This is an optimization exercise on Yosys and OpenROAD, whose aim is small area, a short achievable clock period and few clock cycles per item, not a production implementation.
Where RTL was checked, it was by simulation tests only, not by an equivalence proof against the original.
Only the layout flow was run in runs 1 to 3; the RTL was not checked for function there.

--- flow/design.v ---
module cordic_core (
    input  wire        clk,
    input  wire        rst,
    input  wire        start,
    input  wire [15:0] angle,
    output wire [15:0] sin_out,
    output wire [15:0] cos_out,
    output reg         busy
);
    reg  [15:0] u, v;        
    reg  [12:0] z;           
    reg  [3:0]  j;           
    reg  [3:0]  ju;          
    reg         pu, pv;      
    reg         lpu, lpv;    
    reg         dv;          
    reg         cu0, cu1;    
    reg         cv0, cv1;    
    assign sin_out = u;
    assign cos_out = v;
    wire acc = start & ~busy;
    wire [13:0] th = angle[13:0];
    wire        d1 = th[13];
    wire        d2 = d1 ? (th >= 14'd13028) : (th >= 14'd3356);
    reg  [15:0] x3, y3;
    reg  [12:0] c3;          
    always @(*) begin
        case ({d1, d2})
            2'b00: begin x3 = 16'd16170; y3 = 16'd1245;  c3 = 13'd801;  end
            2'b01: begin x3 = 16'd13682; y3 = 16'd8707;  c3 = 13'd5911; end
            2'b10: begin x3 = 16'd8707;  y3 = 16'd13682; c3 = 13'd2281; end
            default: begin x3 = 16'd1245; y3 = 16'd16170; c3 = 13'd7391; end
        endcase
    end
    wire [15:0] uini = (angle[14] ? x3 : y3) ^ {16{angle[15]}};
    wire [15:0] vini = (angle[14] ? y3 : x3) ^ {16{angle[15] ^ angle[14]}};
    wire [12:0] at =
        (j == 4'd0)  ? 13'd1297 :
        (j == 4'd1)  ? 13'd651 :
        (j == 4'd2)  ? 13'd326 :
        (j == 4'd3)  ? 13'd163 :
        (j == 4'd4)  ? 13'd81 :
        (j == 4'd5)  ? 13'd41 :
        (j == 4'd6)  ? 13'd20 :
        (j == 4'd7)  ? 13'd10 :
        (j == 4'd8)  ? 13'd5 :
        (j == 4'd9)  ? 13'd3 :
        (j == 4'd10) ? 13'd1 :
        (j == 4'd11) ? 13'd1 : 13'd0;
    wire        d    = ~z[12];                  
    wire        zsub = ~busy | d;
    wire [12:0] za   = busy ? z : angle[12:0];
    wire [12:0] zb   = (busy ? at : c3) ^ {13{zsub}};
    wire [12:0] znxt;
    zadd ZADD (.a(za), .b(zb), .c(zsub), .y(znxt));
    wire        du   = d;                       
    wire        subu = du ^ ~pv;
    wire        subv = dv ^ pu;
    wire        mu   = busy ? ~du : v[15];
    wire        mv   = busy ? dv : u[15];
    wire        fixu = lpu & subu;
    wire        fixv = lpv & subv;
    wire        ciu  = du ? cu1 : cu0;          
    wire        civ  = dv ? cv1 : cv0;          
    wire        fu   = fixu ? ~du : v[15];
    wire        fv   = fixv ? dv : u[15];
    wire [12:0] sv1 = j[0] ? {fu, v[15:4]} : v[15:3];
    wire [12:0] sv2 = j[1] ? {{2{fu}}, sv1[12:2]} : sv1;
    wire [12:0] sv3 = j[2] ? {{4{fu}}, sv2[12:4]} : sv2;
    wire [12:0] sv4 = j[3] ? {{8{fu}}, sv3[12:8]} : sv3;
    wire [12:0] su1 = ju[0] ? {fv, u[15:4]} : u[15:3];
    wire [12:0] su2 = ju[1] ? {{2{fv}}, su1[12:2]} : su1;
    wire [12:0] su3 = ju[2] ? {{4{fv}}, su2[12:4]} : su2;
    wire [12:0] su4 = ju[3] ? {{8{fv}}, su3[12:8]} : su3;
    wire [15:0] opu = ({{3{fu}}, sv4} ^ {16{mu}}) ^ {14'd0, fixu, 1'b0};
    wire [15:0] opv = ({{3{fv}}, su4} ^ {16{mv}}) ^ {14'd0, fixv, 1'b0};
    wire [15:0] unxt, vnxt;
    uvadd UADD (.a(u), .b(opu), .c(ciu), .y(unxt));
    uvadd VADD (.a(v), .b(opv), .c(civ), .y(vnxt));
    wire lastn = busy & (j == 4'd10);           
    wire busyn = acc | (busy & (j != 4'd11));
    wire pun   = busy ? pu : angle[15];
    wire pvn   = busy ? pv : angle[15] ^ angle[14];
    wire ku    = ~pvn ^ (lastn & pun);           
    wire kv    = pun ^ (lastn & pvn);            
    always @(posedge clk or posedge rst) begin
        if (rst)
            busy <= 1'b0;
        else
            busy <= busyn;
    end
    always @(posedge clk) begin
        j   <= busy ? j + 4'd1 : (acc ? 4'd0 : 4'd12);
        ju  <= busy ? ju + 4'd1 : (acc ? 4'd0 : 4'd12);
        lpu <= lastn & pu;
        lpv <= lastn & pv;
        z   <= znxt;
        pu  <= pun;
        pv  <= pvn;
        dv  <= ~znxt[12];
        cu0 <= busyn & ku;
        cu1 <= busyn & ~ku;
        cv0 <= busyn & kv;
        cv1 <= busyn & ~kv;
        u <= acc ? uini : unxt;
        v <= acc ? vini : vnxt;
    end
endmodule
module uvadd(input [15:0] a, input [15:0] b, input c, output [15:0] y);
  assign y = a + b + {15'd0, c};
endmodule
module zadd(input [12:0] a, input [12:0] b, input c, output [12:0] y);
  assign y = a + b + {12'd0, c};
endmodule
--- flow/run.sh ---
#!/bin/bash
# synth_recipe.tcl (not shown) runs the flow's synth.tcl, then flattens the netlist and writes it again
# the make line also repeats each setting of config.mk as NAME=value (left out here)
make -C /OpenROAD-flow-scripts/flow DESIGN_CONFIG=/design/flow/config.mk WORK_HOME=/design/flow/orfs CLKGATE_MAP_FILE= SYNTH_SCRIPT=/design/flow/synth_recipe.tcl finish
--- flow/config.mk ---
export PLATFORM = sky130hd
export DESIGN_NAME = cordic_core
export DESIGN_NICKNAME = cordic_core
export VERILOG_FILES = /design/flow/design.v
export SDC_FILE = /design/flow/constraint.sdc
export NUM_CORES = 4
export LEC_CHECK = 0
export CAP_MARGIN = 20
export CORE_MARGIN = 2
export CORE_UTILIZATION = 40
export SLEW_MARGIN = 20
--- flow/constraint.sdc ---
create_clock -name core_clock -period 5.0 [get_ports {clk}]
set_input_delay 1.0000 -clock core_clock [delete_from_list [all_inputs] [get_ports {clk}]]
set_output_delay 1.0000 -clock core_clock [all_outputs]
set_load 0.01 [all_outputs]
==> results of run 1 <==
## worst reg2reg max path: cells and delay by family (launching register included)
kind | cells | cell delay [ps]
AO/OA/AOI/OAI | 12 | 2650
adder cells (fa/ha/maj) | 2 | 920
flip-flops | 1 | 400
AND/OR/NAND/NOR | 2 | 310
buffers and inverters | 1 | 50
XOR/XNOR | 1 | 130
## per-layer routing
| layer | vias up | share of wire, % | global-route usage [%] |
|---|---|---|---|
| met5 | - | 0 | 0 |
| met4 | 0 | 1.3 | 5.75 |
| met1 | 2575 | 48 | 27.3 |
| met2 | 113 | 47 | 34.3 |
| met3 | 13 | 3.9 | 3.27 |
| li1 | 2720 | - | - |
## final timing paths
kind / startpoint / end / slack [ps] / depth (start not counted)
max: pv / u[14] / 410 / 18
min: j[0] / j[0] / 550 / 1
max reg2reg: pv / u[14] / 410 / 18
min reg2reg: j[0] / j[0] / 550 / 1
max in group asynchronous: rst / busy / 4100 / 2
min in group asynchronous: rst / busy / 810 / 2
## layout make-up
type	instances	area share (%)
multi-input combinational	612	64.0
sequential	63	18.2
timing repair buffer	66	8.93
clock buffer	10	3.43
tap	184	3.30
inverter	25	1.35
clock inverter	6	0.861
## per-stage QoR
stage | area [um^2] | utilization [%] | hold slack (ps) | worst slack (ps) | instances
global placement | 6680 | 45.9 | 525 | 243 | 950
finish | 6970 | 48.0 | 548 | 413 | 966
floorplan | 5960 | - | 475 | 913 | 738
CTS | 6970 | 48.0 | 545 | 391 | 966
global route | 6970 | 48.0 | 573 | 30.4 | 966
detailed placement | 6680 | 45.9 | 534 | 124 | 950
## cells in the final DEF, fill, tap and decap left out, drive strengths merged, types with 10 or more instances in the layout
| cell type | n |
|---|---|
| nand2b | 10 |
| a211oi | 11 |
| mux4 | 10 |
| clkbuf | 10 |
| mux2 | 22 |
| inv | 23 |
| o21a | 14 |
| a21oi | 71 |
| ha | 44 |
| xor2 | 44 |
| nor2b | 15 |
| dfxtp | 62 |
| a21o | 20 |
| nor3 | 17 |
| nor2 | 59 |
| nand2 | 52 |
| mux2i | 24 |
| o21ai | 59 |
| xnor2 | 49 |
| nand3 | 10 |
| clkdlybuf4s50 | 51 |
| buf | 15 |
## cell families after synthesis
family | share of synthesized area (%)
adders and majority gates | 10.9
muxes | 12.0
AOI/OAI and AO/OA | 23.4
and+or+nand+nor | 14.6
DFF | 21.2
xor gates and xnor gates | 13.7
buffers and inverters | 4.18
## flip-flops by register name (all words and copies together), names as in the netlist, 4 cells and up
signal	count
z	13
v	16
j	4
ju	4
u	16
==> run_results.csv, run 1 <==
group,metric,value,unit
global_routing,grtUsageTotal,20.5,%
timing,min_period,4590,ps
timing,period_share,91.7,%
detailed_routing,drc,0,
final_layout,ff_latch_area,0.00127,mm^2
worst_setup_path,crit_path_start_kind,"register",
synth,synth_cell_types,57,
final_layout,syn2layout_area_growth,17.0,%
cts,cts_hold_buf,0,
floorplan,die_w,126,um
worst_setup_path,max_stage_delay,490,ps
timing,clock_skew,6.69,ps
cts,cts_root_buf,"clkbuf_16",
synth,synth_most_common_cell,"a21oi_1",
final_layout,fillers,1438,
timing,slew_viol_final,0,
placement,portBuffers,51,
synth,ys_warn_count,1,
detailed_routing,drtIter0Drc,280,
cts,ctsResizeCount,0,
worst_setup_path,worst_path_max_delay_cell,"fa_1",
cts,cts_tree,"built",
synth,synth-seq-cells,63,
synth,synth_common_cells,"a21oi_1 (70), dfxtp_1 (62), nor2_1 (59)",
synth,synthTopCellsByArea,"dfxtp_1 (21%), ha_1 (9.2%), xnor2_1 (7.2%)",
global_routing,grt_pass1_wl,26400,um
synth,yosys.area.top_type_share,20.8,%
worst_setup_path,criticalPathCategory,"register to register",
placement,dp_hpwl,12600,um
floorplan,fp.dieArea,0.0159,mm^2
cts,cts_buffer_depth,2,
final_layout,diodes,0,
synth,syn_nets,806,
worst_setup_path,critical_path_arrival,4780,ps
floorplan,rows,44,
cts,clock-sinks,63,
detailed_routing,via_per_inst,5.61,
synth,syn_avg_cell_area,8.08,um^2
worst_setup_path,crit_chain,"inv_2 > a21o_1 > a21oi_1 > nor2_1 > a21oi_1 > o21ai_0 > a21oi_1 > xor2_1 > fa_1 > fa_1 > a21o_1 > a21oi_1 > o21bai_1 > a211oi_1 > o31ai_1 > o31ai_1 > and3_1 > o31ai_1",
synth,synth_edf_count,0,
cts,clkLatencyLatePin,340,ps
final_layout,final_nets,845,
worst_setup_path,cp_top_family,"compound AO/OA/AOI/OAI gates",
synth,async_flop_share,1.59,%
floorplan,initial_core_util,41.0,%
timing,maxClockFrequency,218,MHz
cts,cts_buffers,9,
global_routing,gr-total-overflow,0,
synth,syn_inst,738,
detailed_routing,drtAntennaViolNets,0,
detailed_routing,wl_per_cell,16.6,um
hold_path,hold_class,"register to register",
outcome,status,"timing/DRC/antenna clean",
floorplan,core_area,0.0145,mm^2
worst_setup_path,path_common_cell,"a21oi_1",
timing,fin_tns_setup,0,ps
floorplan,ios,52,
worst_setup_path,crit_required,5190,ps
worst_setup_path,cp.buffers_inverters,1,
cts,cts_setup_buffers,0,
global_routing,grt_max_degree,50,
placement,routabilityCongestion,0.880,
detailed_routing,dr.pass1.iters,5,
synth,yosys.area.top_type,"dfxtp_1",
global_routing,grt_pass1_vias,5219,
synth,syn_area,0.00596,mm^2
final_layout,drive_above_1_share,8.82,%
timing,rsz0062_at_grt,"no",
synth,ys.flop_type,"dfxtp_1",
timing,setup_viol,0,
floorplan,die_y,126,um
synth,ys_seq_area_share,21.2,%
detailed_routing,wl,16100,um
timing,hold_violations,0,
worst_setup_path,cp-end-kind,"register",
timing,worst_pin_slew,1010,ps
cts,htree_levels,3,
global_routing,grt_antenna_before_repair,0,
timing,relSlewSlack,31.5,%
flow_run,cap_violations,0,
final_layout,multi_input_area,0.00446,mm^2
cts,path_clk_slew,50,ps
detailed_routing,vias,5421,
worst_setup_path,cp_max_fo,7,
==> run 2: changes to the inputs <==
==> flow/flow/run.sh (new file) <==
#!/bin/bash
set -o pipefail
export BUFFER_PORTS_ARGS="-buffer_cell sky130_fd_sc_hd__buf_1"
cat standard.sh > standard.sh.copy.log
bash standard.sh > standard.log 2>&1
==> flow/standard.sh (new file) <==
#!/bin/bash
# synth_recipe.tcl (not shown) runs the flow's synth.tcl, then flattens the netlist and writes it again
# the make line also repeats each setting of config.mk as NAME=value (left out here)
make -C /OpenROAD-flow-scripts/flow DESIGN_CONFIG=/design/flow/config.mk WORK_HOME=/design/flow/orfs CLKGATE_MAP_FILE= SYNTH_SCRIPT=/design/flow/synth_recipe.tcl "${@:-finish}"
--- a/flow/config.mk
+++ b/flow/config.mk
@@ -7,2 +7,3 @@
 export LEC_CHECK = 0
+export ABC_AREA = 1
 export CAP_MARGIN = 20
@@ -10,2 +11,4 @@
 export CORE_UTILIZATION = 40
+export CTS_BUF_LIST = sky130_fd_sc_hd__clkbuf_8
+export SETUP_SLACK_MARGIN = 1.5
 export SLEW_MARGIN = 20
removed: flow/run.sh
==> run_results.csv, run 2 <==
group,metric,value,unit
global_routing,grt_pass1_wl,31200,um
detailed_routing,met2_length,9180,um
synth,ys_seq_area_share,19.8,%
final_layout,drive_above_1_share,7.48,%
global_routing,gr-total-overflow,0,
floorplan,rows,46,
global_routing,grt_max_degree,38,
worst_setup_path,criticalPathCategory,"input port to register",
cts,path_clk_slew,80,ps
detailed_routing,drtIter0Drc,458,
cts,htree_levels,3,
final_layout,final_nets,1159,
worst_setup_path,r2r-start,"z[12]",
timing,min_period,3310,ps
detailed_routing,wl_met1,9610,um
synth,synth_cell_types,51,
worst_setup_path,max_stage_delay,370,ps
worst_setup_path,worst_path_max_delay_cell,"a221oi_1",
cts,clock-sinks,63,
timing,rsz0062_at_grt,"no",
cts,cts_root_buf,"clkbuf_8",
timing,worst_pin_slew,730,ps
flow_run,cap_violations,0,
cts,cts_buffer_depth,2,
synth,yosys.area.top_type,"dfxtp_1",
worst_setup_path,cp_max_fo,7,
detailed_routing,vias,6779,
synth,synth_most_common_cell,"nand2_1",
cts,cts_tree,"built",
detailed_routing,wl_per_cell,15.3,um
timing,setup_viol,0,
worst_setup_path,cp-end-kind,"register",
final_layout,fillers,1810,
hold_path,hold_class,"input port to async pin",
worst_setup_path,crit_required,5270,ps
timing,maxClockFrequency,302,MHz
synth,synth_edf_count,0,
floorplan,fp.dieArea,0.0170,mm^2
synth,syn_inst,1048,
final_layout,reg.largest.list,"u (16), v (16), z (13)",
detailed_routing,wl,20100,um
detailed_routing,drtAntennaViolNets,0,
synth,syn_avg_cell_area,6.11,um^2
detailed_routing,routed.top_layer,"met5",
timing,setup_ws,1690,ps
outcome,status,"timing/DRC/antenna clean",
floorplan,die_w,131,um
placement,portBuffers,51,
placement,dp_hpwl,16000,um
cts,clkLatencyLatePin,360,ps
synth,synthTopCellsByArea,"dfxtp_1 (19%), nand2_1 (19%), ha_1 (8.6%)",
floorplan,initial_core_util,40.6,%
final_layout,final_cell_mix,"nand2_1 (317), inv_1 (110), o21ai_0 (99)",
placement,place_ws,1020,ps
synth,ys_warn_count,1,
detailed_routing,routed-wl-met3,945,um
timing,clock_skew,5.80,ps
worst_setup_path,crit_path_start_kind,"input port",
synth,synth_common_cells,"nand2_1 (318), inv_1 (109), o21ai_0 (104)",
floorplan,ios,52,
timing,fin_tns_setup,0,ps
worst_setup_path,crit_chain,"clkbuf_4 > nand2_1 > inv_1 > nand3_1 > nor2_1 > nand2_1 > nand2_2 > inv_1 > nand2_1 > nand2_2 > nand2_2 > o21ai_0 > xor2_1 > ha_1 > a21oi_4 > o21ai_0 > a221oi_1 > nand2_1 > nand2_1 > nand2_1",
timing,period_share,66.2,%
final_layout,layout_commonest_cell,"nand2_1",
worst_setup_path,crit_start,"angle[13]",
worst_setup_path,path_common_cell,"nand2_1",
synth,ys.flop_type,"dfxtp_1",
worst_setup_path,critical_path_arrival,3580,ps
timing,hold_violations,0,
detailed_routing,dr.pass1.iters,5,
timing,hold_slack,448,ps
synth,syn_nets,1116,
timing,slew_viol_final,0,
global_routing,grt_antenna_before_repair,1,
global_routing,grtUsageTotal,23.7,%
cts,cts_hold_buf,0,
synth,syn_area,0.00640,mm^2
synth,yosys.area.top_type_share,19.4,%
floorplan,die_y,131,um
floorplan,core_area,0.0158,mm^2
final_layout,post-route-util,44.7,%
detailed_routing,drc,0,
cts,cts_buffers,9,
timing,relSlewSlack,50.8,%
synth,async_flop_share,1.59,%
placement,routabilityCongestion,0.926,
final_layout,syn2layout_area_growth,10.1,%
synth,synth-seq-cells,63,
detailed_routing,via_per_inst,5.17,
global_routing,grt_pass1_vias,6104,
final_layout,diodes,0,
## run 2: changes by cell type in the layout (fill, tap and decap cells not counted), sizes merged, moves of 15 or more
cell and delta:
a21o -15, buf +47, clkdlybuf4s50 -51, inv +96, mux2 -22, mux2i -19, nand2 +278, nand3 +69
nor2 +18, nor2b -15, o21ai +50, xnor2 -39, xor2 -15
## run 2: kinds of logic after synthesis
| kind of cell | share of synthesized area (%) |
|---|---|
| buffers and inverters | 10.3 |
| adders and majority gates | 10.2 |
| AOI/OAI and AO/OA | 20.6 |
| xor gates and xnor gates | 5.34 |
| muxes | 0.782 |
| and+or+nand+nor | 33.0 |
| DFF | 19.8 |
## run 2: timing repair
action                     in CTS  in global routing
hold endpoints to repair        0                  0
setup endpoints to repair      21                 28
pin swaps                       0                  7
resized for setup              10                 29
buffers inserted                1                  5
## run 2: final timing paths
kind                       cells past startpoint  slack (ps)     to
max reg2reg                                   21        1760   u[6]
min reg2reg                                    2         550    lpu
max                                           20        1690  z[11]
max in group asynchronous                      2        4460   busy
min                                            2         450   busy
min in group core_clock                        2         550    lpu
## run 2: layout make-up
class                           count  area (um^2)  area share (%)
Clock buffer                       12          165            2.34
Multi-Input combinational cell    834         4540            64.3
Inverter                          120          464            6.59
Tap cell                          216          270            3.83
Timing Repair Buffer               63          285            4.05
Sequential cell                    63         1280            18.2
Clock inverter                      4         45.0           0.639
## run 2: stage by stage
stage / instances / instance area (um^2)
2_1_floorplan: 1048 / 6400
3_3_place_gp: 1290 / 6700
3_5_place_dp: 1290 / 6700
4_1_cts: 1307 / 6940
5_1_grt: 1312 / 7050
6_report: 1312 / 7050
## run 2: layer usage
metal | vias up | track usage [%]
li1 | 3527 | -
met1 | 3047 | 32.6
met2 | 173 | 38.7
met3 | 30 | 3.42
met4 | 2 | 6.88
met5 | - | 0
## run 2: critical path, delay by kind of cell
kind / cells / cell delay (ps)
xor gates and xnor gates: 1 / 160
buffers and inverters: 3 / 310
and+or+nand+nor: 11 / 880
adders and majority gates: 1 / 360
AOI/OAI and AO/OA: 4 / 860
==> run 3: changes to the inputs <==
--- a/flow/config.mk
+++ b/flow/config.mk
@@ -10,3 +10,3 @@
 export CORE_MARGIN = 2
-export CORE_UTILIZATION = 40
+export CORE_UTILIZATION = 60
 export CTS_BUF_LIST = sky130_fd_sc_hd__clkbuf_8
==> run_results.csv, run 3 <==
group,metric,value,unit
outcome,status,"timing/DRC/antenna clean",
global_routing,grt_pass1_vias,6057,
floorplan,rows,37,
worst_setup_path,crit_required,5310,ps
final_layout,stdcell_count,1231,
synth,synth_compound_area_share,20.6,%
synth,synthSimpleGateAreaFrac,33.0,%
timing,setup_viol,0,
detailed_routing,vias,6885,
synth,ys_seq_area_share,19.8,%
worst_setup_path,r2r_slack,1590,ps
synth,yosys.area.top_type,"dfxtp_1",
synth,ys.flop_type,"dfxtp_1",
global_routing,grtUsageTotal,32.7,%
placement,placed_cells,1206,
floorplan,core_area,0.0103,mm^2
global_routing,gr-total-overflow,0,
synth,synth-seq-cells,63,
detailed_routing,dr.pass1.iters,5,
worst_setup_path,crit_path_start_kind,"register",
detailed_routing,via_per_inst,5.59,
placement,routabilityCongestion,1.00,
worst_setup_path,criticalPathCategory,"register to register",
final_layout,drive_above_1_share,7.67,%
global_routing,grt_max_degree,39,
timing,worst_pin_slew,834,ps
timing,min_period,3410,ps
final_layout,diodes,0,
synth,synth_common_cells,"nand2_1 (318), inv_1 (109), o21ai_0 (104)",
floorplan,die_y,107,um
synth,post_synth_mux_area_share,0.782,%
timing,clock_skew,8.15,ps
timing,relSlewSlack,43.8,%
synth,ys_warn_count,1,
final_layout,reg.largest.list,"u (16), v (16), z (13)",
hold_path,hold_class,"input port to async pin",
cts,cts_tree,"built",
timing,rsz0062_at_grt,"yes",
synth,synth_most_common_cell,"nand2_1",
cts,cts_root_buf,"clkbuf_8",
synth,synth_fa_ha_area_share,10.2,%
final_layout,final_nets,1158,
synth,syn_nets,1116,
floorplan,ios,52,
synth,syn_inst,1048,
worst_setup_path,critical_path_arrival,3720,ps
cts,path_clk_slew,80,ps
worst_setup_path,r2r-start,"dv",
synth,synth_xor_area_share,5.34,%
cts,cts_buffer_depth,2,
cts,cts_buffers,9,
final_layout,layout_commonest_cell,"nand2_1",
worst_setup_path,r2r-end,"v[14]",
flow_run,cap_violations,0,
cts,cts_hold_buf,0,
timing,hold_violations,0,
global_routing,grt_pass1_wl,29400,um
cts,htree_levels,3,
synth,syn_avg_cell_area,6.11,um^2
placement,portBuffers,51,
worst_setup_path,cp_max_fo,4,
timing,fin_tns_setup,0,ps
timing,hold_slack,448,ps
placement,dp_hpwl,14600,um
global_routing,grt_antenna_before_repair,0,
detailed_routing,wl_per_cell,15.0,um
floorplan,fp.dieArea,0.0115,mm^2
timing,slew_viol_final,0,
final_layout,final_cell_mix,"nand2_1 (317), inv_1 (107), o21ai_0 (101)",
synth,synth_edf_count,0,
timing,period_share,68.3,%
placement,place_area,0.00657,mm^2
final_layout,syn2layout_area_growth,8.23,%
synth,synth_top_family_by_area,"simple AND/OR/NAND/NOR gates",
detailed_routing,drc,0,
synth,async_flop_share,1.59,%
cts,clkLatencyLatePin,370,ps
final_layout,finalInstanceArea,0.00693,mm^2
synth,synthTopCellsByArea,"dfxtp_1 (19%), nand2_1 (19%), ha_1 (8.6%)",
synth,yosys.area.top_type_share,19.4,%
synth,syn_area,0.00640,mm^2
detailed_routing,drtIter0Drc,547,
detailed_routing,drtAntennaViolNets,0,
cts,clock-sinks,63,
floorplan,initial_core_util,62.0,%
timing,maxClockFrequency,293,MHz
worst_setup_path,cp-end-kind,"register",
floorplan,die_w,107,um
detailed_routing,wl,18500,um
synth,synth_cell_types,51,
worst_setup_path,r2r_cells,21,
run 3: cell counts after synthesis:
No cell type changed its count.
run 3: layout make-up:
class / count / area [um^2]
clock buffer: 11 / 151
clock inverter: 5 / 32.5
fill: 1031 / 3400
inverter: 120 / 472
multi-input combinational: 834 / 4530
sequential: 63 / 1280
tap: 136 / 170
timing repair buffer: 62 / 290
run 3: layer usage:
metal	track usage [%]	part of all wire [%]	wire length (um)	vias to the layer above
met2	52.9	45	8410	215
met4	9.28	1.7	308	0
met5	0	0	0	-
met1	45.7	47	8670	3105
li1	-	-	-	3540
met3	4.36	6.1	1130	25
run 3: kinds of logic (layout without fill, tap and decap cells):
group           after synthesis  after routing
compound gates              236            236
fa+ha+maj                    49             49
xor+xnor                     39             39
flops                        63             63
buf+inv                     151            198
simple gates                505            505
mux                           5              5
run 3: worst max-delay path by stage:
stage,slack [ps],depth (start not counted),start,end
2_1_floorplan,1690,21,j[1],u[10]
3_3_place_gp,1130,20,angle[13],z[11]
3_5_place_dp,1050,19,j[1],u[10]
4_1_cts,1520,16,ju[2],v[14]
5_1_grt,1320,21,dv,v[14]
6_report,1590,21,dv,v[14]
run 3: timing repair:
item	4_1_cts	5_1_grt
pin swaps	0	4
setup buffers	1	8
endpoints found under the setup margin	19	25
resized for setup	11	29
hold endpoints to repair	0	0
run 3: stage by stage:
| stage | setup WS, ps | util, % |
|---|---|---|
| floorplan | 1690 | - |
| global placement | 1130 | 63.7 |
| detailed placement | 1050 | 63.7 |
| CTS | 1520 | 65.8 |
| global route | 1320 | 67.1 |
| finish | 1590 | 67.1 |
run 3: worst max-delay path, stage by stage, from the launching register on:
cell and delay (ps):
dfxtp_1 370, inv_1 130, nand3_1 90, nand2_1 90, nand3_1 80, o21ai_2 110
nand2_1 110, a31oi_2 250, nand2_1 100, nand3_1 80, nand2_1 80, fa_1 440
fa_1 430, nand3_1 120, nand3_2 130, a21boi_0 200, inv_1 100, nand3_1 80
nand2_1 80, a21oi_1 120, o21ai_0 100, nand2_1 60
==> run 4: changes to the inputs <==
--- a/flow/design.v
+++ b/flow/design.v
@@ -12,3 +12,2 @@
     reg  [3:0]  j;           
-    reg  [3:0]  ju;          
     reg         pu, pv;      
@@ -70,6 +69,6 @@
     wire [12:0] sv4 = j[3] ? {{8{fu}}, sv3[12:8]} : sv3;
-    wire [12:0] su1 = ju[0] ? {fv, u[15:4]} : u[15:3];
-    wire [12:0] su2 = ju[1] ? {{2{fv}}, su1[12:2]} : su1;
-    wire [12:0] su3 = ju[2] ? {{4{fv}}, su2[12:4]} : su2;
-    wire [12:0] su4 = ju[3] ? {{8{fv}}, su3[12:8]} : su3;
+    wire [12:0] su1 = j[0] ? {fv, u[15:4]} : u[15:3];
+    wire [12:0] su2 = j[1] ? {{2{fv}}, su1[12:2]} : su1;
+    wire [12:0] su3 = j[2] ? {{4{fv}}, su2[12:4]} : su2;
+    wire [12:0] su4 = j[3] ? {{8{fv}}, su3[12:8]} : su3;
     wire [15:0] opu = ({{3{fu}}, sv4} ^ {16{mu}}) ^ {14'd0, fixu, 1'b0};
@@ -93,3 +92,2 @@
         j   <= busy ? j + 4'd1 : (acc ? 4'd0 : 4'd12);
-        ju  <= busy ? ju + 4'd1 : (acc ? 4'd0 : 4'd12);
         lpu <= lastn & pu;
--- a/flow/config.mk
+++ b/flow/config.mk
@@ -10,5 +10,5 @@
 export CORE_MARGIN = 2
-export CORE_UTILIZATION = 60
+export CORE_UTILIZATION = 40
 export CTS_BUF_LIST = sky130_fd_sc_hd__clkbuf_8
-export SETUP_SLACK_MARGIN = 1.5
+export SETUP_SLACK_MARGIN = 0.5
 export SLEW_MARGIN = 20
==> run_results.csv, run 4 <==
group,metric,value,unit
outcome,status,"timing/DRC/antenna clean",
cts,cts_buffers,9,
cts,cts_buffer_depth,2,
cts,cts_root_buf,"clkbuf_8",
floorplan,rows,45,
placement,routabilityCongestion,0.901,
final_layout,syn2layout_area_growth,8.40,%
global_routing,gr-total-overflow,0,
synth,yosys.area.top_type,"dfxtp_1",
timing,fin_tns_setup,0,ps
synth,async_flop_share,1.69,%
final_layout,reg.largest.list,"u (16), v (16), z (13)",
worst_setup_path,criticalPathCategory,"register to register",
timing,relSlewSlack,41.2,%
detailed_routing,vias,6545,
timing,slew_viol_final,0,
synth,ys.flop_type,"dfxtp_1",
synth,syn_area,0.00618,mm^2
detailed_routing,drc,0,
timing,worst_pin_slew,876,ps
global_routing,grtUsageTotal,23.2,%
cts,cts_tree,"built",
cts,cts_hold_buf,0,
timing,hold_violations,0,
hold_path,hold_class,"input port to async pin",
worst_setup_path,cp-end-kind,"register",
global_routing,grt_pass1_vias,5948,
timing,period_share,79.0,%
timing,maxClockFrequency,253,MHz
floorplan,core_area,0.0151,mm^2
timing,rsz0062_at_grt,"no",
cts,cts_setup_buffers,0,
synth,ys_warn_count,1,
worst_setup_path,crit_required,5300,ps
timing,clock_skew,10.4,ps
detailed_routing,drtIter0Drc,520,
synth,synthTopCellsByArea,"dfxtp_1 (19%), nand2_1 (18%), ha_1 (8.7%)",
placement,dp_hpwl,15000,um
detailed_routing,met2_length,8800,um
cts,ctsResizeCount,0,
flow_run,cap_violations,0,
floorplan,initial_core_util,40.8,%
floorplan,die_y,128,um
detailed_routing,drtAntennaViolNets,0,
detailed_routing,via_per_inst,5.26,
synth,syn_avg_cell_area,6.10,um^2
floorplan,die_w,128,um
final_layout,final_cell_mix,"nand2_1 (303), inv_1 (109), o21ai_0 (96)",
global_routing,grt_antenna_before_repair,0,
detailed_routing,wl_met1,8930,um
synth,syn_inst,1014,
detailed_routing,routed.top_layer,"met4",
synth,ys_seq_area_share,19.2,%
synth,synth_most_common_cell,"nand2_1",
global_routing,grt_pass1_wl,30000,um
final_layout,layout_commonest_cell,"nand2_1",
synth,yosys.area.top_type_share,18.8,%
cts,path_clk_slew,80,ps
cts,htree_levels,3,
synth,synth_cell_types,47,
timing,min_period,3950,ps
detailed_routing,wl_per_cell,15.2,um
detailed_routing,wl,19000,um
timing,setup_viol,0,
floorplan,fp.dieArea,0.0165,mm^2
placement,portBuffers,51,
cts,clkLatencyLatePin,380,ps
synth,synth-seq-cells,59,
worst_setup_path,cp_max_fo,25,
floorplan,ios,52,
worst_setup_path,critical_path_arrival,4250,ps
synth,synth_common_cells,"nand2_1 (303), inv_1 (110), o21ai_0 (96)",
cts,clock-sinks,59,
global_routing,grt_max_degree,33,
final_layout,drive_above_1_share,5.58,%
final_layout,final_nets,1119,
final_layout,diodes,0,
synth,synth_edf_count,0,
detailed_routing,dr.pass1.iters,5,
detailed_routing,routed-wl-met3,803,um
worst_setup_path,crit_path_start_kind,"register",
synth,syn_nets,1081,
[run 4: cell types whose count changed in the layout (fill, tap and decap cells not counted), sizes merged, moves of 4 or more]
cell,before,now
a21oi,76,69
dfxtp,62,58
o211ai,14,18
nand2,330,311
inv,116,121
xor2,29,38
clkinvlp,6,2
buf,61,57
nor2,77,71
[run 4: cells by family after synthesis]
| logic type | after synthesis | synth area share [%] |
|---|---|---|
| multiplexers | 5 | 0.810 |
| AND/OR/NAND/NOR | 481 | 33.0 |
| XOR/XNOR | 46 | 6.64 |
| AO/OA/AOI/OAI | 223 | 20.1 |
| flip-flops | 59 | 19.2 |
| adder cells (fa/ha/maj) | 48 | 10.3 |
| buffers and inverters | 152 | 9.92 |
[run 4: cell type report]
cell class              instances  area (um^2)
clock buffers                   9          124
clock inverters                 7         68.8
fillers                      1701         8450
inverters                     122          460
multi-input cells             803         4380
flip-flops and latches         59         1190
well taps                     188          235
repair buffers                 57          244
[run 4: critical path: stages, from the launching register on]
cell,delay (ps)
dfrtp_1,710
o21ai_1,850
inv_2,270
nand3_1,160
nand2_1,90
fa_1,440
fa_1,420
nand3_1,90
nand3_1,170
a21oi_1,270
o21ai_0,140
nand2_1,90
nand2_1,40
o21ai_0,130
[run 4: metrics by stage]
step	cell area [um^2]	instances	setup slack (ps)	hold WS (ps)	utilization [%]
final	6700	1245	1050	436	44.2
after global routing	6700	1245	709	417	44.2
after CTS	6690	1244	1070	419	44.1
after detailed placement	6490	1228	1070	503	42.9
after global placement	6490	1228	1100	495	42.9
after floorplan	6180	1014	1730	475	-
[run 4: final timing paths]
kind	from	end	slack, ps	depth (start not counted)
max	busy	v[10]	1050	13
max reg2reg	busy	v[10]	1050	13
min	rst	busy	440	2
max in group asynchronous	rst	busy	4450	2
min in group core_clock	j[0]	j[0]	510	1
min reg2reg	j[0]	j[0]	510	1
[run 4: metal layers]
layer | vias up | global-route usage [%]
li1 | 3400 | -
met1 | 2971 | 30.1
met2 | 145 | 38.5
met3 | 29 | 4.47
met4 | 0 | 8.14
met5 | - | 0
Testbench counts of run 4, summed over its fixed seeds: cycles 62,408, items 4,800.
==> run 5: changes to the inputs <==
==> flow/flow/run.sh (replaced) <==
#!/bin/bash
set -o pipefail
export BUFFER_PORTS_ARGS="-buffer_cell sky130_fd_sc_hd__buf_1"
export RECOVER_POWER=100
cat standard.sh > standard.sh.copy.log
bash standard.sh > standard.log 2>&1
--- a/flow/config.mk
+++ b/flow/config.mk
@@ -12,3 +12,3 @@
 export CTS_BUF_LIST = sky130_fd_sc_hd__clkbuf_8
-export SETUP_SLACK_MARGIN = 0.5
+export SETUP_SLACK_MARGIN = 1.5
 export SLEW_MARGIN = 20
==> run_results.csv, run 5 <==
group,metric,value,unit
synth,syn_area,0.00618,mm^2
synth,synth_common_cells,"nand2_1 (303), inv_1 (110), o21ai_0 (96)",
final_layout,final_cell_mix,"nand2_1 (304), inv_1 (109), o21ai_0 (89)",
cts,clock-sinks,59,
synth,syn_avg_cell_area,6.10,um^2
timing,period_share,79.4,%
global_routing,grt_use_met2,39.2,%
placement,portBuffers,51,
synth,syn_inst,1014,
detailed_routing,dr.pass1.iters,5,
cts,cts_root_buf,"clkbuf_8",
synth,yosys.area.top_type,"dfxtp_1",
placement,dp_hpwl,15000,um
outcome,status,"timing/DRC/antenna clean",
final_layout,layout_commonest_cell,"nand2_1",
timing,min_period,3970,ps
synth,synth_edf_count,0,
placement,place_area,0.00649,mm^2
detailed_routing,via_per_inst,5.36,
placement,placed_cells,1228,
timing,clock_skew,8.63,ps
timing,fin_tns_setup,0,ps
global_routing,grtUsageTotal,23.7,%
timing,maxClockFrequency,252,MHz
timing,slew_viol_final,0,
floorplan,die_w,128,um
floorplan,die_y,128,um
global_routing,met1_usage,30.8,%
detailed_routing,wl_per_cell,15.4,um
placement,place_ws,1070,ps
global_routing,grt_pass1_wl,30500,um
global_routing,grtUsageMet3,4.30,%
global_routing,gr-max-usage-layer,"met2",
cts,path_clk_slew,80,ps
timing,relSlewSlack,32.0,%
synth,synth_cell_types,47,
cts,htree_levels,3,
global_routing,grt_max_degree,33,
cts,clkLatencyLatePin,370,ps
global_routing,gr-total-overflow,0,
synth,synthTopCellsByArea,"dfxtp_1 (19%), nand2_1 (18%), ha_1 (8.7%)",
synth,async_flop_share,1.69,%
worst_setup_path,criticalPathCategory,"register to register",
synth,syn_nets,1081,
floorplan,initial_core_util,40.8,%
worst_setup_path,crit_path_start_kind,"register",
floorplan,fp.dieArea,0.0165,mm^2
synth,synth-seq-cells,59,
cts,cts_tree,"built",
worst_setup_path,cp_max_fo,24,
final_layout,reg.largest.list,"u (16), v (16), z (13)",
global_routing,grt_pass1_vias,6066,
cts,cts_buffer_depth,2,
worst_setup_path,crit_required,5270,ps
floorplan,core_area,0.0151,mm^2
final_layout,finalInstanceArea,0.00691,mm^2
flow_run,cap_violations,0,
detailed_routing,drtIter0Drc,476,
synth,ys.flop_type,"dfxtp_1",
worst_setup_path,cp-end-kind,"register",
timing,rsz0062_at_grt,"yes",
floorplan,ios,52,
synth,ys_seq_area_share,19.2,%
synth,yosys.area.top_type_share,18.8,%
synth,synth_most_common_cell,"nand2_1",
worst_setup_path,critical_path_arrival,4230,ps
detailed_routing,drtAntennaViolNets,0,
final_layout,final_nets,1134,
timing,hold_violations,0,
timing,setup_viol,0,
final_layout,stdcell_count,1260,
final_layout,syn2layout_area_growth,11.8,%
detailed_routing,drc,0,
cts,cts_hold_buf,0,
timing,setup_ws,1030,ps
placement,routabilityCongestion,0.901,
detailed_routing,vias,6750,
timing,worst_pin_slew,1020,ps
global_routing,grt_antenna_before_repair,0,
detailed_routing,wl,19400,um
hold_path,hold_class,"input port to async pin",
floorplan,rows,45,
synth,ys_warn_count,1,
final_layout,drive_above_1_share,8.12,%
final_layout,diodes,0,
cts,cts_buffers,9,
-- run 5: cell count changes in the layout (fill, tap and decap cells not counted), moves of 3 or more --
cell	change
buf_4	+11
dfxtp_1	-5
dfxtp_2	+3
o21ai_0	-7
o21ai_1	+5
-- run 5: layout make-up --
| cell class | instances | area [um^2] |
|---|---|---|
| Clock buffer | 9 | 124 |
| Clock inverter | 7 | 68.8 |
| Fill cell | 1676 | 8240 |
| Inverter | 122 | 473 |
| Multi-Input combinational cell | 803 | 4420 |
| Sequential cell | 59 | 1200 |
| Tap cell | 188 | 235 |
| Timing Repair Buffer | 71 | 380 |
| Timing Repair inverter | 1 | 7.51 |
-- run 5: worst paths after layout --
kind	endpoint	cells past startpoint	from	slack [ps]
setup / recovery	u[10]	21	j[1]	1030
hold / removal	busy	2	rst	430
setup reg to reg	u[10]	21	j[1]	1030
hold reg to reg	lpv	2	pv	520
max in group asynchronous	busy	2	rst	4460
min in group core_clock	lpv	2	pv	520
-- run 5: per-stage QoR --
| stage | utilization [%] | hold slack (ps) |
|---|---|---|
| finish | 45.6 | 431 |
| global route | 45.6 | 417 |
| CTS | 45.1 | 419 |
| detailed placement | 42.9 | 503 |
| global placement | 42.9 | 495 |
| floorplan | - | 475 |
-- run 5: timing repair --
item | 4_1_cts | 5_1_grt
pin swaps | 2 | 1
endpoints found under the setup margin | 22 | 28
cloned | 2 | 0
setup buffers | 7 | 7
resized for setup | 18 | 30
-- run 5: worst max-delay path, stage by stage (launching register included) --
cell	delay [ps]
dfxtp_1	450
clkbuf_1	790
o21ai_1	200
or2_2	330
nand3_1	80
nand2_1	80
xor2_1	150
inv_1	80
fa_2	380
fa_2	360
nand2_1	100
nand2_1	60
nand2_1	80
nand2_1	80
inv_1	70
nor2_1	50
nor2_2	110
o21ai_1	100
nand2_1	100
nand3_1	70
nand3_1	100
nand2_1	50
-- run 5: metal layers --
layer  vias to the layer above  share of wire (%)
met4                         0                2.6
met2                       195                 46
met3                        32                5.0
met1                      3085                 46
li1                       3438                  -
met5                         -                  0
-- run 5: cell families (layout without fill, tap and decap cells) --
group	Yosys count	count (layout)	share of synthesized area, %
mux	5	5	0.810
xor+xnor	46	46	6.64
simple gates	481	481	33.0
fa+ha+maj	48	48	10.3
flops	59	59	19.2
compound gates	223	223	20.1
buf+inv	152	210	9.92
==> run 6: changes to the inputs <==
==> flow/flow/run.sh (replaced) <==
#!/bin/bash
set -o pipefail
export BUFFER_PORTS_ARGS="-buffer_cell sky130_fd_sc_hd__buf_1"
cat standard.sh > standard.sh.copy.log
bash standard.sh > standard.log 2>&1
--- a/flow/config.mk
+++ b/flow/config.mk
@@ -12,2 +12,3 @@
 export CTS_BUF_LIST = sky130_fd_sc_hd__clkbuf_8
+export GPL_TIMING_DRIVEN = 1
 export SETUP_SLACK_MARGIN = 1.5
==> run_results.csv, run 6 <==
group,metric,value,unit
flow_run,cap_violations,0,
cts,path_clk_slew,80,ps
synth,synth_cell_types,47,
synth,syn_inst,1014,
floorplan,die_y,128,um
synth,yosys.area.top_type_share,18.8,%
final_layout,drive_above_1_share,9.24,%
worst_setup_path,criticalPathCategory,"register to register",
final_layout,layout_commonest_cell,"nand2_1",
cts,htree_levels,3,
worst_setup_path,crit_required,5270,ps
timing,worst_pin_slew,693,ps
synth,ys.flop_type,"dfxtp_1",
detailed_routing,drtIter0Drc,465,
timing,hold_violations,0,
placement,portBuffers,51,
final_layout,final_nets,1134,
final_layout,multi_input_area,0.00445,mm^2
timing,fin_tns_setup,0,ps
global_routing,grt_antenna_before_repair,0,
synth,async_flop_share,1.69,%
cts,cts_root_buf,"clkbuf_8",
synth,synth_edf_count,0,
synth,yosys.area.top_type,"dfxtp_1",
cts,clock-sinks,59,
global_routing,grt_pass1_wl,30500,um
timing,min_period,3310,ps
worst_setup_path,cp.buffers_inverters,4,
floorplan,fp.dieArea,0.0165,mm^2
synth,synth_common_cells,"nand2_1 (303), inv_1 (110), o21ai_0 (96)",
detailed_routing,wl_per_cell,15.4,um
timing,setup_viol,0,
worst_setup_path,worst_path_max_delay_cell,"dfxtp_4",
worst_setup_path,critical_path_arrival,3580,ps
synth,synthTopCellsByArea,"dfxtp_1 (19%), nand2_1 (18%), ha_1 (8.7%)",
global_routing,grt_max_degree,33,
worst_setup_path,max_stage_delay,430,ps
floorplan,die_w,128,um
cts,clkLatencyLatePin,370,ps
timing,maxClockFrequency,302,MHz
worst_setup_path,path_common_cell,"nand2_1",
synth,ys_warn_count,1,
cts,cts_tree,"built",
cts,cts_hold_buf,0,
synth,ys_seq_area_share,19.2,%
synth,syn_nets,1081,
synth,synth-seq-cells,59,
worst_setup_path,cp-end-kind,"register",
detailed_routing,wl,19400,um
worst_setup_path,crit_chain,"buf_12 > mux2i_1 > nand2_1 > nand2_1 > nand2_1 > nand2_1 > inv_1 > nand2_1 > xor2_1 > inv_1 > fa_2 > fa_2 > nand2_1 > nand2_1 > nand2_1 > nand2_1 > inv_1 > nor2_1 > nor2_2 > o21ai_1 > nand2_1 > nand3_1 > nand3_1 > nand2_1",
timing,slew_viol_final,0,
detailed_routing,drtAntennaViolNets,0,
detailed_routing,vias,6742,
worst_setup_path,crit_path_start_kind,"register",
timing,rsz0062_at_grt,"yes",
floorplan,ios,52,
synth,syn_area,0.00618,mm^2
timing,relSlewSlack,53.3,%
global_routing,grtUsageTotal,23.7,%
hold_path,hold_class,"input port to async pin",
floorplan,initial_core_util,40.8,%
global_routing,gr-total-overflow,0,
final_layout,syn2layout_area_growth,12.4,%
synth,syn_avg_cell_area,6.10,um^2
synth,synth_most_common_cell,"nand2_1",
final_layout,ff_latch_area,0.00120,mm^2
cts,cts_buffers,9,
final_layout,fillers,1669,
final_layout,final_cell_mix,"nand2_1 (301), inv_1 (108), o21ai_0 (87)",
detailed_routing,via_per_inst,5.35,
detailed_routing,dr.pass1.iters,5,
floorplan,core_area,0.0151,mm^2
cts,cts_buffer_depth,2,
outcome,status,"timing/DRC/antenna clean",
placement,dp_hpwl,15000,um
detailed_routing,drc,0,
timing,clock_skew,9.46,ps
worst_setup_path,cp_max_fo,15,
global_routing,grt_pass1_vias,6066,
final_layout,diodes,0,
placement,routabilityCongestion,0.901,
timing,hold_slack,432,ps
worst_setup_path,cp_top_family,"simple AND/OR/NAND/NOR gates",
floorplan,rows,45,
timing,period_share,66.3,%
final_layout,reg.largest.list,"u (16), v (16), z (13)",
-- run 6: cell counts after synthesis --
Identical to the previous run, type by type.
-- run 6: final cells by class --
class / count / share of cell area (%)
clock inverters: 7 / 0.990
repair inverters: 1 / 0.108
multi-input cells: 803 / 64.0
well taps: 188 / 3.38
inverters: 122 / 6.84
repair buffers: 71 / 5.58
clock buffers: 9 / 1.78
flip-flops and latches: 59 / 17.3
-- run 6: kinds of logic (layout without fill, tap and decap cells) --
family | after synthesis | in the layout | synth area share (%)
compound gates | 223 | 223 | 20.1
simple gates | 481 | 481 | 33.0
xor+xnor | 46 | 46 | 6.64
fa+ha+maj | 48 | 48 | 10.3
mux | 5 | 5 | 0.810
buf+inv | 152 | 210 | 9.92
flops | 59 | 59 | 19.2
-- run 6: what timing repair did --
action	4_1_cts	5_1_grt
gates resized for setup	18	30
buffers inserted	7	7
cloned	2	0
endpoints found under the setup margin	22	28
pin swaps	2	1
-- run 6: worst paths after layout --
path / from / to / slack (ps) / depth (start not counted)
max: j[0] / u[10] / 1690 / 24
min: rst / busy / 430 / 2
max reg2reg: j[0] / u[10] / 1690 / 24
min reg2reg: pv / lpv / 520 / 2
max in group asynchronous: rst / busy / 4450 / 2
min in group core_clock: pv / lpv / 520 / 2
-- run 6: worst register-to-register path, stage by stage, from the launching register on --
cell and delay [ps]:
dfxtp_4 430, buf_12 160, mux2i_1 260, nand2_1 70
nand2_1 100, nand2_1 60, nand2_1 60, inv_1 40
nand2_1 90, xor2_1 170, inv_1 80, fa_2 380
fa_2 360, nand2_1 100, nand2_1 60, nand2_1 80
nand2_1 80, inv_1 70, nor2_1 50, nor2_2 110
o21ai_1 100, nand2_1 100, nand3_1 70, nand3_1 100
nand2_1 50
-- run 6: per-stage QoR --
stage	std cells	cell area [um^2]	utilization (%)	setup WS (ps)
after floorplan	1014	6180	-	1730
after global placement	1228	6490	42.9	1100
after detailed placement	1228	6490	42.9	1070
after CTS	1253	6830	45.1	1510
after global routing	1260	6950	45.9	1410
final	1260	6950	45.9	1690
-- run 6: layer usage --
metal  wire, um  global-route usage (%)  vias up
li1           -                       -     3439
met1       8880                    30.8     3064
met2       9030                    39.2      209
met3       1000                    4.30       30
met4        491                    8.66        0
met5          0                       0        -
==> run 7: changes to the inputs <==
--- a/flow/config.mk
+++ b/flow/config.mk
@@ -12,4 +12,3 @@
 export CTS_BUF_LIST = sky130_fd_sc_hd__clkbuf_8
-export GPL_TIMING_DRIVEN = 1
-export SETUP_SLACK_MARGIN = 1.5
+export SETUP_SLACK_MARGIN = 1.25
 export SLEW_MARGIN = 20
==> run_results.csv, run 7 <==
group,metric,value,unit
outcome,status,"timing/DRC/antenna clean",
final_layout,ff_latch_area,0.00120,mm^2
worst_setup_path,crit_required,5260,ps
synth,syn_inst,1014,
synth,async_flop_share,1.69,%
timing,setup_viol,0,
cts,cts_buffers,9,
final_layout,drive_above_1_share,7.58,%
hold_path,hold_class,"input port to async pin",
floorplan,fp.dieArea,0.0165,mm^2
synth,ys_warn_count,1,
final_layout,reg.largest.list,"u (16), v (16), z (13)",
final_layout,diodes,0,
worst_setup_path,cp-end-kind,"register",
synth,ys_seq_area_share,19.2,%
worst_setup_path,criticalPathCategory,"register to register",
placement,portBuffers,51,
synth,ys.flop_type,"dfxtp_1",
synth,syn_nets,1081,
cts,clock-sinks,59,
final_layout,multi_input_area,0.00440,mm^2
global_routing,grt_antenna_before_repair,0,
timing,hold_violations,0,
worst_setup_path,worst_path_max_delay_cell,"fa_1",
detailed_routing,drtAntennaViolNets,0,
synth,synth-seq-cells,59,
timing,clock_skew,8.87,ps
timing,maxClockFrequency,289,MHz
flow_run,cap_violations,0,
final_layout,fillers,1682,
placement,routabilityCongestion,0.901,
final_layout,syn2layout_area_growth,11.1,%
global_routing,gr-total-overflow,0,
detailed_routing,dr.pass1.iters,5,
timing,relSlewSlack,54.5,%
synth,syn_avg_cell_area,6.10,um^2
synth,synthTopCellsByArea,"dfxtp_1 (19%), nand2_1 (18%), ha_1 (8.7%)",
timing,worst_pin_slew,675,ps
timing,min_period,3460,ps
final_layout,final_cell_mix,"nand2_1 (303), inv_1 (108), o21ai_0 (92)",
cts,cts_root_buf,"clkbuf_8",
detailed_routing,wl,19300,um
synth,synth_cell_types,47,
floorplan,core_area,0.0151,mm^2
worst_setup_path,critical_path_arrival,3720,ps
detailed_routing,vias,6633,
timing,slew_viol_final,0,
synth,syn_area,0.00618,mm^2
synth,yosys.area.top_type_share,18.8,%
placement,dp_hpwl,15000,um
timing,fin_tns_setup,0,ps
worst_setup_path,cp.buffers_inverters,4,
global_routing,grt_pass1_wl,30000,um
detailed_routing,wl_per_cell,15.3,um
synth,yosys.area.top_type,"dfxtp_1",
worst_setup_path,crit_chain,"buf_4 > clkbuf_16 > o21ai_0 > nand2_1 > o211ai_1 > nand2_1 > inv_1 > nand2_1 > nand2_1 > nand2_1 > fa_1 > fa_1 > nand3_1 > nand3_1 > a31oi_1 > inv_1 > nand3_1 > nand3_1 > nand2_1 > o21ai_0",
worst_setup_path,path_common_cell,"nand2_1",
synth,synth_edf_count,0,
global_routing,grtUsageTotal,23.2,%
floorplan,die_w,128,um
synth,synth_most_common_cell,"nand2_1",
synth,synth_common_cells,"nand2_1 (303), inv_1 (110), o21ai_0 (96)",
worst_setup_path,cp_max_fo,16,
cts,htree_levels,3,
floorplan,ios,52,
detailed_routing,drc,0,
cts,clkLatencyLatePin,380,ps
worst_setup_path,max_stage_delay,440,ps
detailed_routing,drtIter0Drc,470,
cts,cts_tree,"built",
floorplan,initial_core_util,40.8,%
detailed_routing,via_per_inst,5.28,
floorplan,rows,45,
global_routing,grt_max_degree,33,
cts,cts_buffer_depth,2,
floorplan,die_y,128,um
final_layout,final_nets,1131,
cts,path_clk_slew,80,ps
timing,period_share,69.2,%
worst_setup_path,crit_path_start_kind,"register",
worst_setup_path,cp_top_family,"simple AND/OR/NAND/NOR gates",
global_routing,grt_pass1_vias,5955,
timing,rsz0062_at_grt,"no",
final_layout,layout_commonest_cell,"nand2_1",
run 7: cell counts after synthesis:
Identical to the previous run, type by type.
run 7: per-stage QoR:
stage / util [%] / setup slack (ps) / std cells / hold WS, ps / instance area, um^2
final: 45.3 / 1540 / 1257 / 427 / 6860
after global routing: 45.3 / 1250 / 1257 / 419 / 6860
after CTS: 44.2 / 1260 / 1244 / 419 / 6700
after detailed placement: 42.9 / 1070 / 1228 / 503 / 6490
after global placement: 42.9 / 1100 / 1228 / 495 / 6490
after floorplan: - / 1730 / 1014 / 475 / 6180
run 7: worst reg2reg max path, stage by stage (launching register included):
cell and delay [ps]:
dfxtp_4 390, buf_4 170, clkbuf_16 170, o21ai_0 260, nand2_1 80, o211ai_1 140, nand2_1 110, inv_1 90
nand2_1 60, nand2_1 70, nand2_1 80, fa_1 440, fa_1 420, nand3_1 90, nand3_1 190, a31oi_1 190
inv_1 80, nand3_1 90, nand3_1 70, nand2_1 60, o21ai_0 70
run 7: logic make-up after synthesis:
logic type / count (synthesis) / synth area share, %
flops: 59 / 19.2
simple gates: 481 / 33.0
buf+inv: 152 / 9.92
fa+ha+maj: 48 / 10.3
mux: 5 / 0.810
compound gates: 223 / 20.1
xor+xnor: 46 / 6.64
run 7: what timing repair did:
item,in CTS,in global routing
buffers inserted,0,10
gates cloned,0,2
resized for setup,5,20
pin swaps,0,2
endpoints found under the setup margin,8,14
hold buffers,0,0
run 7: path summary, 6_finish.rpt:
check	start	to	slack [ps]	depth (start not counted)
max in group asynchronous	rst	busy	4450	2
min in group core_clock	j[0]	j[0]	510	1
setup / recovery	j[0]	v[14]	1540	20
hold / removal	rst	busy	430	2
setup reg to reg	j[0]	v[14]	1540	20
hold reg to reg	j[0]	j[0]	510	1
run 7: area by class of cell:
cell class,count,area share [%]
sequential,59,17.4
timing repair inverter,1,0.0729
tap,188,3.43
clock buffer,9,1.80
multi-input combinational,803,64.1
timing repair buffer,68,5.27
inverter,122,6.87
clock inverter,7,1.00
run 7: layer usage:
| layer | GRT usage [%] | vias up | routed length, um |
|---|---|---|---|
| met2 | 38.6 | 177 | 8950 |
| met5 | 0 | - | 0 |
| met1 | 30.1 | 2997 | 8890 |
| met4 | 8.14 | 0 | 454 |
| li1 | - | 3430 | - |
| met3 | 4.47 | 29 | 954 |
==> run 8: changes to the inputs <==
--- a/flow/config.mk
+++ b/flow/config.mk
@@ -12,3 +12,3 @@
 export CTS_BUF_LIST = sky130_fd_sc_hd__clkbuf_8
-export SETUP_SLACK_MARGIN = 1.25
+export SETUP_SLACK_MARGIN = 1.75
 export SLEW_MARGIN = 20
==> run_results.csv, run 8 <==
group,metric,value,unit
outcome,status,"timing/DRC/antenna clean",
synth,ys_warn_count,1,
floorplan,fp.dieArea,0.0165,mm^2
synth,syn_inst,1014,
timing,maxClockFrequency,308,MHz
synth,synth_cell_types,47,
synth,yosys.area.top_type,"dfxtp_1",
detailed_routing,via_per_inst,5.39,
global_routing,grt_use_met2,39.9,%
synth,syn_avg_cell_area,6.10,um^2
cts,cts_tree,"built",
final_layout,diodes,0,
global_routing,grt_pass1_vias,6259,
final_layout,fillers,1591,
cts,cts_root_buf,"clkbuf_8",
timing,period_share,65.0,%
timing,hold_violations,0,
placement,place_area,0.00650,mm^2
floorplan,ios,52,
synth,synthTopCellsByArea,"dfxtp_1 (19%), nand2_1 (18%), ha_1 (8.7%)",
global_routing,gr-total-overflow,0,
global_routing,met1_usage,33.1,%
detailed_routing,drc,0,
worst_setup_path,cp_max_fo,10,
global_routing,grtUsageMet3,4.30,%
worst_setup_path,cp-end-kind,"register",
synth,async_flop_share,1.69,%
placement,routabilityCongestion,0.896,
global_routing,grtUsageTotal,24.6,%
final_layout,reg.largest.list,"u (16), v (16), z (13)",
global_routing,grt_antenna_before_repair,0,
final_layout,multi_input_area,0.00477,mm^2
timing,setup_viol,0,
detailed_routing,drtAntennaViolNets,0,
timing,worst_pin_slew,632,ps
worst_setup_path,criticalPathCategory,"register to register",
timing,relSlewSlack,57.4,%
synth,syn_area,0.00618,mm^2
placement,place_ws,1090,ps
global_routing,gr-max-usage-layer,"met2",
timing,hold_slack,423,ps
final_layout,finalInstanceArea,0.00747,mm^2
synth,synth_most_common_cell,"nand2_1",
detailed_routing,dr.pass1.iters,5,
detailed_routing,wl_per_cell,15.6,um
floorplan,die_y,128,um
floorplan,die_w,128,um
detailed_routing,wl,19900,um
global_routing,grt_max_degree,30,
final_layout,ff_latch_area,0.00121,mm^2
floorplan,rows,45,
timing,rsz0062_at_grt,"yes",
worst_setup_path,critical_path_arrival,3520,ps
cts,cts_buffers,9,
cts,cts_buffer_depth,2,
worst_setup_path,crit_required,5270,ps
timing,clock_skew,11.7,ps
final_layout,stdcell_count,1275,
global_routing,grt_pass1_wl,32000,um
placement,portBuffers,51,
detailed_routing,drtIter0Drc,650,
timing,min_period,3250,ps
synth,synth_edf_count,0,
detailed_routing,vias,6869,
final_layout,post-route-util,49.3,%
flow_run,cap_violations,0,
cts,htree_levels,3,
worst_setup_path,crit_path_start_kind,"register",
final_layout,final_nets,1149,
final_layout,layout_commonest_cell,"nand2_1",
synth,synth_common_cells,"nand2_1 (303), inv_1 (110), o21ai_0 (96)",
final_layout,syn2layout_area_growth,20.8,%
placement,dp_hpwl,15100,um
synth,syn_nets,1081,
timing,fin_tns_setup,0,ps
cts,path_clk_slew,80,ps
synth,ys.flop_type,"dfxtp_1",
final_layout,final_cell_mix,"nand2_1 (289), inv_1 (108), o21ai_0 (70)",
synth,yosys.area.top_type_share,18.8,%
cts,clkLatencyLatePin,380,ps
final_layout,drive_above_1_share,15.5,%
floorplan,core_area,0.0151,mm^2
cts,cts_hold_buf,0,
placement,placed_cells,1229,
hold_path,hold_class,"input port to async pin",
floorplan,initial_core_util,40.8,%
timing,setup_ws,1750,ps
cts,clock-sinks,59,
synth,synth-seq-cells,59,
timing,slew_viol_final,0,
synth,ys_seq_area_share,19.2,%
==> run 8: what timing repair did <==
item / in CTS / in global routing
pin swaps: 6 / 32
buffers inserted: 11 / 16
gates cloned: 3 / 0
setup endpoints to repair: 31 / 32
gates resized for setup: 33 / 113
endpoints found under the hold margin: 0 / 0
==> run 8: worst paths after layout <==
check	from	endpoint	slack, ps	cells past startpoint
min in group core_clock	j[0]	j[0]	510	1
max in group asynchronous	rst	busy	4480	2
worst max register to register	j[0]	u[14]	1750	24
worst min register to register	j[0]	j[0]	510	1
worst max-delay path	j[0]	u[14]	1750	24
worst min-delay path	rst	busy	420	2
==> run 8: cells by family after synthesis <==
| group | count (synthesis) | share of synthesized area (%) |
|---|---|---|
| simple gates | 481 | 33.0 |
| compound gates | 223 | 20.1 |
| buf+inv | 152 | 9.92 |
| flops | 59 | 19.2 |
| fa+ha+maj | 48 | 10.3 |
| xor+xnor | 46 | 6.64 |
| mux | 5 | 0.810 |
==> run 8: layout make-up <==
cell class,count,area share (%)
Multi-Input combinational cell,803,63.9
Sequential cell,59,16.2
Timing Repair Buffer,86,7.30
Inverter,122,6.45
Tap cell,188,3.15
Clock buffer,10,1.84
Clock inverter,6,1.09
Timing Repair inverter,1,0.101
==> run 8: metal layers <==
metal  up-vias  wire (um)
li1       3475          -
met4         0        566
met1      3128       9010
met5         -          0
met3        40       1150
met2       226       9190
==> run 8: worst max-delay path: stages, from the launching register on <==
cell     delay [ps]
dfxtp_4         410
buf_12          160
inv_12           50
o21ai_4         150
o21ai_2          70
or2_4           230
nand3_2          70
nand2_1          60
xor2_1          160
inv_1            80
fa_2            380
fa_2            410
nand2_2          90
nand2_2          50
nand2_2          50
nand2_2          70
inv_2            70
nor2_2           40
nor2_2          130
buf_4           140
inv_4            40
nand3_2          60
nand3_2          50
nand2_1          60
o21ai_1          50
==> run 9: changes to the inputs <==
--- a/flow/config.mk
+++ b/flow/config.mk
@@ -12,3 +12,5 @@
 export CTS_BUF_LIST = sky130_fd_sc_hd__clkbuf_8
-export SETUP_SLACK_MARGIN = 1.75
+export CTS_CLUSTER_DIAMETER = 100
+export CTS_CLUSTER_SIZE = 40
+export SETUP_SLACK_MARGIN = 1.5
 export SLEW_MARGIN = 20
==> run_results.csv, run 9 <==
group,metric,value,unit
outcome,status,"timing/DRC/antenna clean",
cts,cts_buffer_depth,2,
final_layout,fillers,1669,
floorplan,die_w,128,um
synth,yosys.area.top_type_share,18.8,%
synth,synth-seq-cells,59,
timing,period_share,66.3,%
detailed_routing,routed-wl-met3,1000,um
final_layout,multi_input_area,0.00445,mm^2
detailed_routing,vias,6742,
global_routing,grt_antenna_before_repair,0,
detailed_routing,dr.pass1.iters,5,
worst_setup_path,critical_path_arrival,3580,ps
synth,post_synth_mux_area_share,0.810,%
final_layout,syn2layout_area_growth,12.4,%
final_layout,drive_above_1_share,9.24,%
hold_path,hold_class,"input port to async pin",
synth,yosys.area.top_type,"dfxtp_1",
synth,async_flop_share,1.69,%
timing,relSlewSlack,53.3,%
global_routing,grt_max_degree,33,
placement,place_area,0.00649,mm^2
synth,synth_edf_count,0,
detailed_routing,drtAntennaViolNets,0,
detailed_routing,via_per_inst,5.35,
cts,htree_levels,3,
floorplan,rows,45,
synth,ys_warn_count,1,
detailed_routing,drtIter0Drc,465,
synth,ys_seq_area_share,19.2,%
worst_setup_path,cp_max_fo,15,
cts,cts_root_buf,"clkbuf_8",
worst_setup_path,crit_path_start_kind,"register",
synth,ys.flop_type,"dfxtp_1",
global_routing,grtUsageTotal,23.7,%
final_layout,final_nets,1134,
synth,synth_common_cells,"nand2_1 (303), inv_1 (110), o21ai_0 (96)",
cts,clkLatencyLatePin,370,ps
worst_setup_path,criticalPathCategory,"register to register",
timing,clock_skew,9.46,ps
worst_setup_path,path_common_cell,"nand2_1",
worst_setup_path,crit_required,5270,ps
floorplan,initial_core_util,40.8,%
worst_setup_path,r2r-start,"j[0]",
timing,worst_pin_slew,693,ps
timing,fin_tns_setup,0,ps
cts,cts_buffers,9,
synth,syn_nets,1081,
floorplan,ios,52,
synth,synth_most_common_cell,"nand2_1",
synth,synthTopCellsByArea,"dfxtp_1 (19%), nand2_1 (18%), ha_1 (8.7%)",
placement,routabilityCongestion,0.901,
global_routing,grt_pass1_wl,30500,um
final_layout,diodes,0,
worst_setup_path,r2r_slack,1690,ps
synth,synth_top_family_by_area,"simple AND/OR/NAND/NOR gates",
placement,portBuffers,51,
worst_setup_path,r2r_cells,24,
detailed_routing,met2_length,9030,um
cts,cts_tree,"built",
final_layout,final_cell_mix,"nand2_1 (301), inv_1 (108), o21ai_0 (87)",
cts,clock-sinks,59,
synth,syn_avg_cell_area,6.10,um^2
synth,synth_compound_area_share,20.1,%
run 9: how the worst max path moves through the flow:
stage                     startpoint     to  slack [ps]  cells after the start
after floorplan            angle[13]  z[10]        1730                     21
after global placement      angle[4]  z[10]        1100                     17
after detailed placement    angle[4]  z[10]        1070                     17
after CTS                       j[0]  u[10]        1510                     23
after global routing            j[0]  u[10]        1410                     24
final                           j[0]  u[10]        1690                     24
run 9: routing by layer:
metal  vias up  track usage [%]
met5         -                0
met3        30             4.30
li1       3439                -
met4         0             8.66
met1      3064             30.8
met2       209             39.2
run 9: repair_timing:
| item | CTS | global route |
|---|---|---|
| gates resized for setup | 18 | 30 |
| buffers inserted | 7 | 7 |
| gates cloned | 2 | 0 |
| pin swaps | 2 | 1 |
| endpoints found under the setup margin | 22 | 28 |
run 9: logic make-up (layout without fill, tap and decap cells):
family | Yosys count | in the layout
and+or+nand+nor | 481 | 481
DFF | 59 | 59
xor gates and xnor gates | 46 | 46
buffers and inverters | 152 | 210
AOI/OAI and AO/OA | 223 | 223
adders and majority gates | 48 | 48
muxes | 5 | 5
run 9: per-stage QoR:
stage	worst slack, ps	hold slack, ps	cells	utilization [%]
final	1690	432	1260	45.9
after global routing	1410	417	1260	45.9
after CTS	1510	419	1253	45.1
after detailed placement	1070	503	1228	42.9
after global placement	1100	495	1228	42.9
after floorplan	1730	475	1014	-
run 9: critical path: cells and delay by family (launching register included):
family,cells,cell delay [ps]
xor+xnor,1,170
compound gates,1,100
buf+inv,4,350
simple gates,15,1180
mux,1,250
flops,1,430
fa+ha+maj,2,730
run 9: cell type report:
class,instances,share of cell area (%)
multi-input cells,803,64.0
flip-flops and latches,59,17.3
inverters,122,6.84
repair buffers,71,5.58
well taps,188,3.38
clock buffers,9,1.78
clock inverters,7,0.990
repair inverters,1,0.108

-- static timing again, ports no longer ideal --
How much do the figures lean on ideal ports? The routed layouts below were timed once more, with nothing changed but the port constraints.
Step 1: set_driving_cell puts a clkbuf_16 on clk and a buf_2 on each other input, an assumption about the parent block.
Step 2 moves the port delays by t, midway between the first and last clock arrival at a register: inputs arrive t later, outputs are due t later. That takes back most of the time a late clock gives input paths.
a / b / c = no drivers / after step 1 / after step 2; a / b = the first two.
run	t, ns	setup slack, ns	worst setup path at the end	slew at the worst register clock pin (ns)	pins driven straight from the clock port
run 1	0.381	0.413 / 0.413 / 0.130	input to register	0.06 / 0.06	1
run 2	0.402	1.690 / 1.707 / 1.305	input to register	0.08 / 0.08	1
run 3	0.402	1.587 / 1.587 / 1.374	input to register	0.08 / 0.08	1
run 4	0.406	1.051 / 1.051 / 1.051	input to register	0.08 / 0.08	1
run 5	0.404	1.031 / 1.031 / 1.031	register to register	0.08 / 0.08	1
run 6	0.405	1.687 / 1.687 / 1.416	input to register	0.08 / 0.08	1
run 7	0.411	1.542 / 1.542 / 1.245	input to register	0.08 / 0.08	1
run 8	0.406	1.751 / 1.751 / 1.499	input to register	0.08 / 0.08	1
run 9	0.405	1.687 / 1.687 / 1.416	input to register	0.08 / 0.08	1
After both steps setup and hold are still met in every run listed. The setup slack of run 2, which loses most, moves by +0.017 ns with the drivers and by -0.385 ns with both steps.
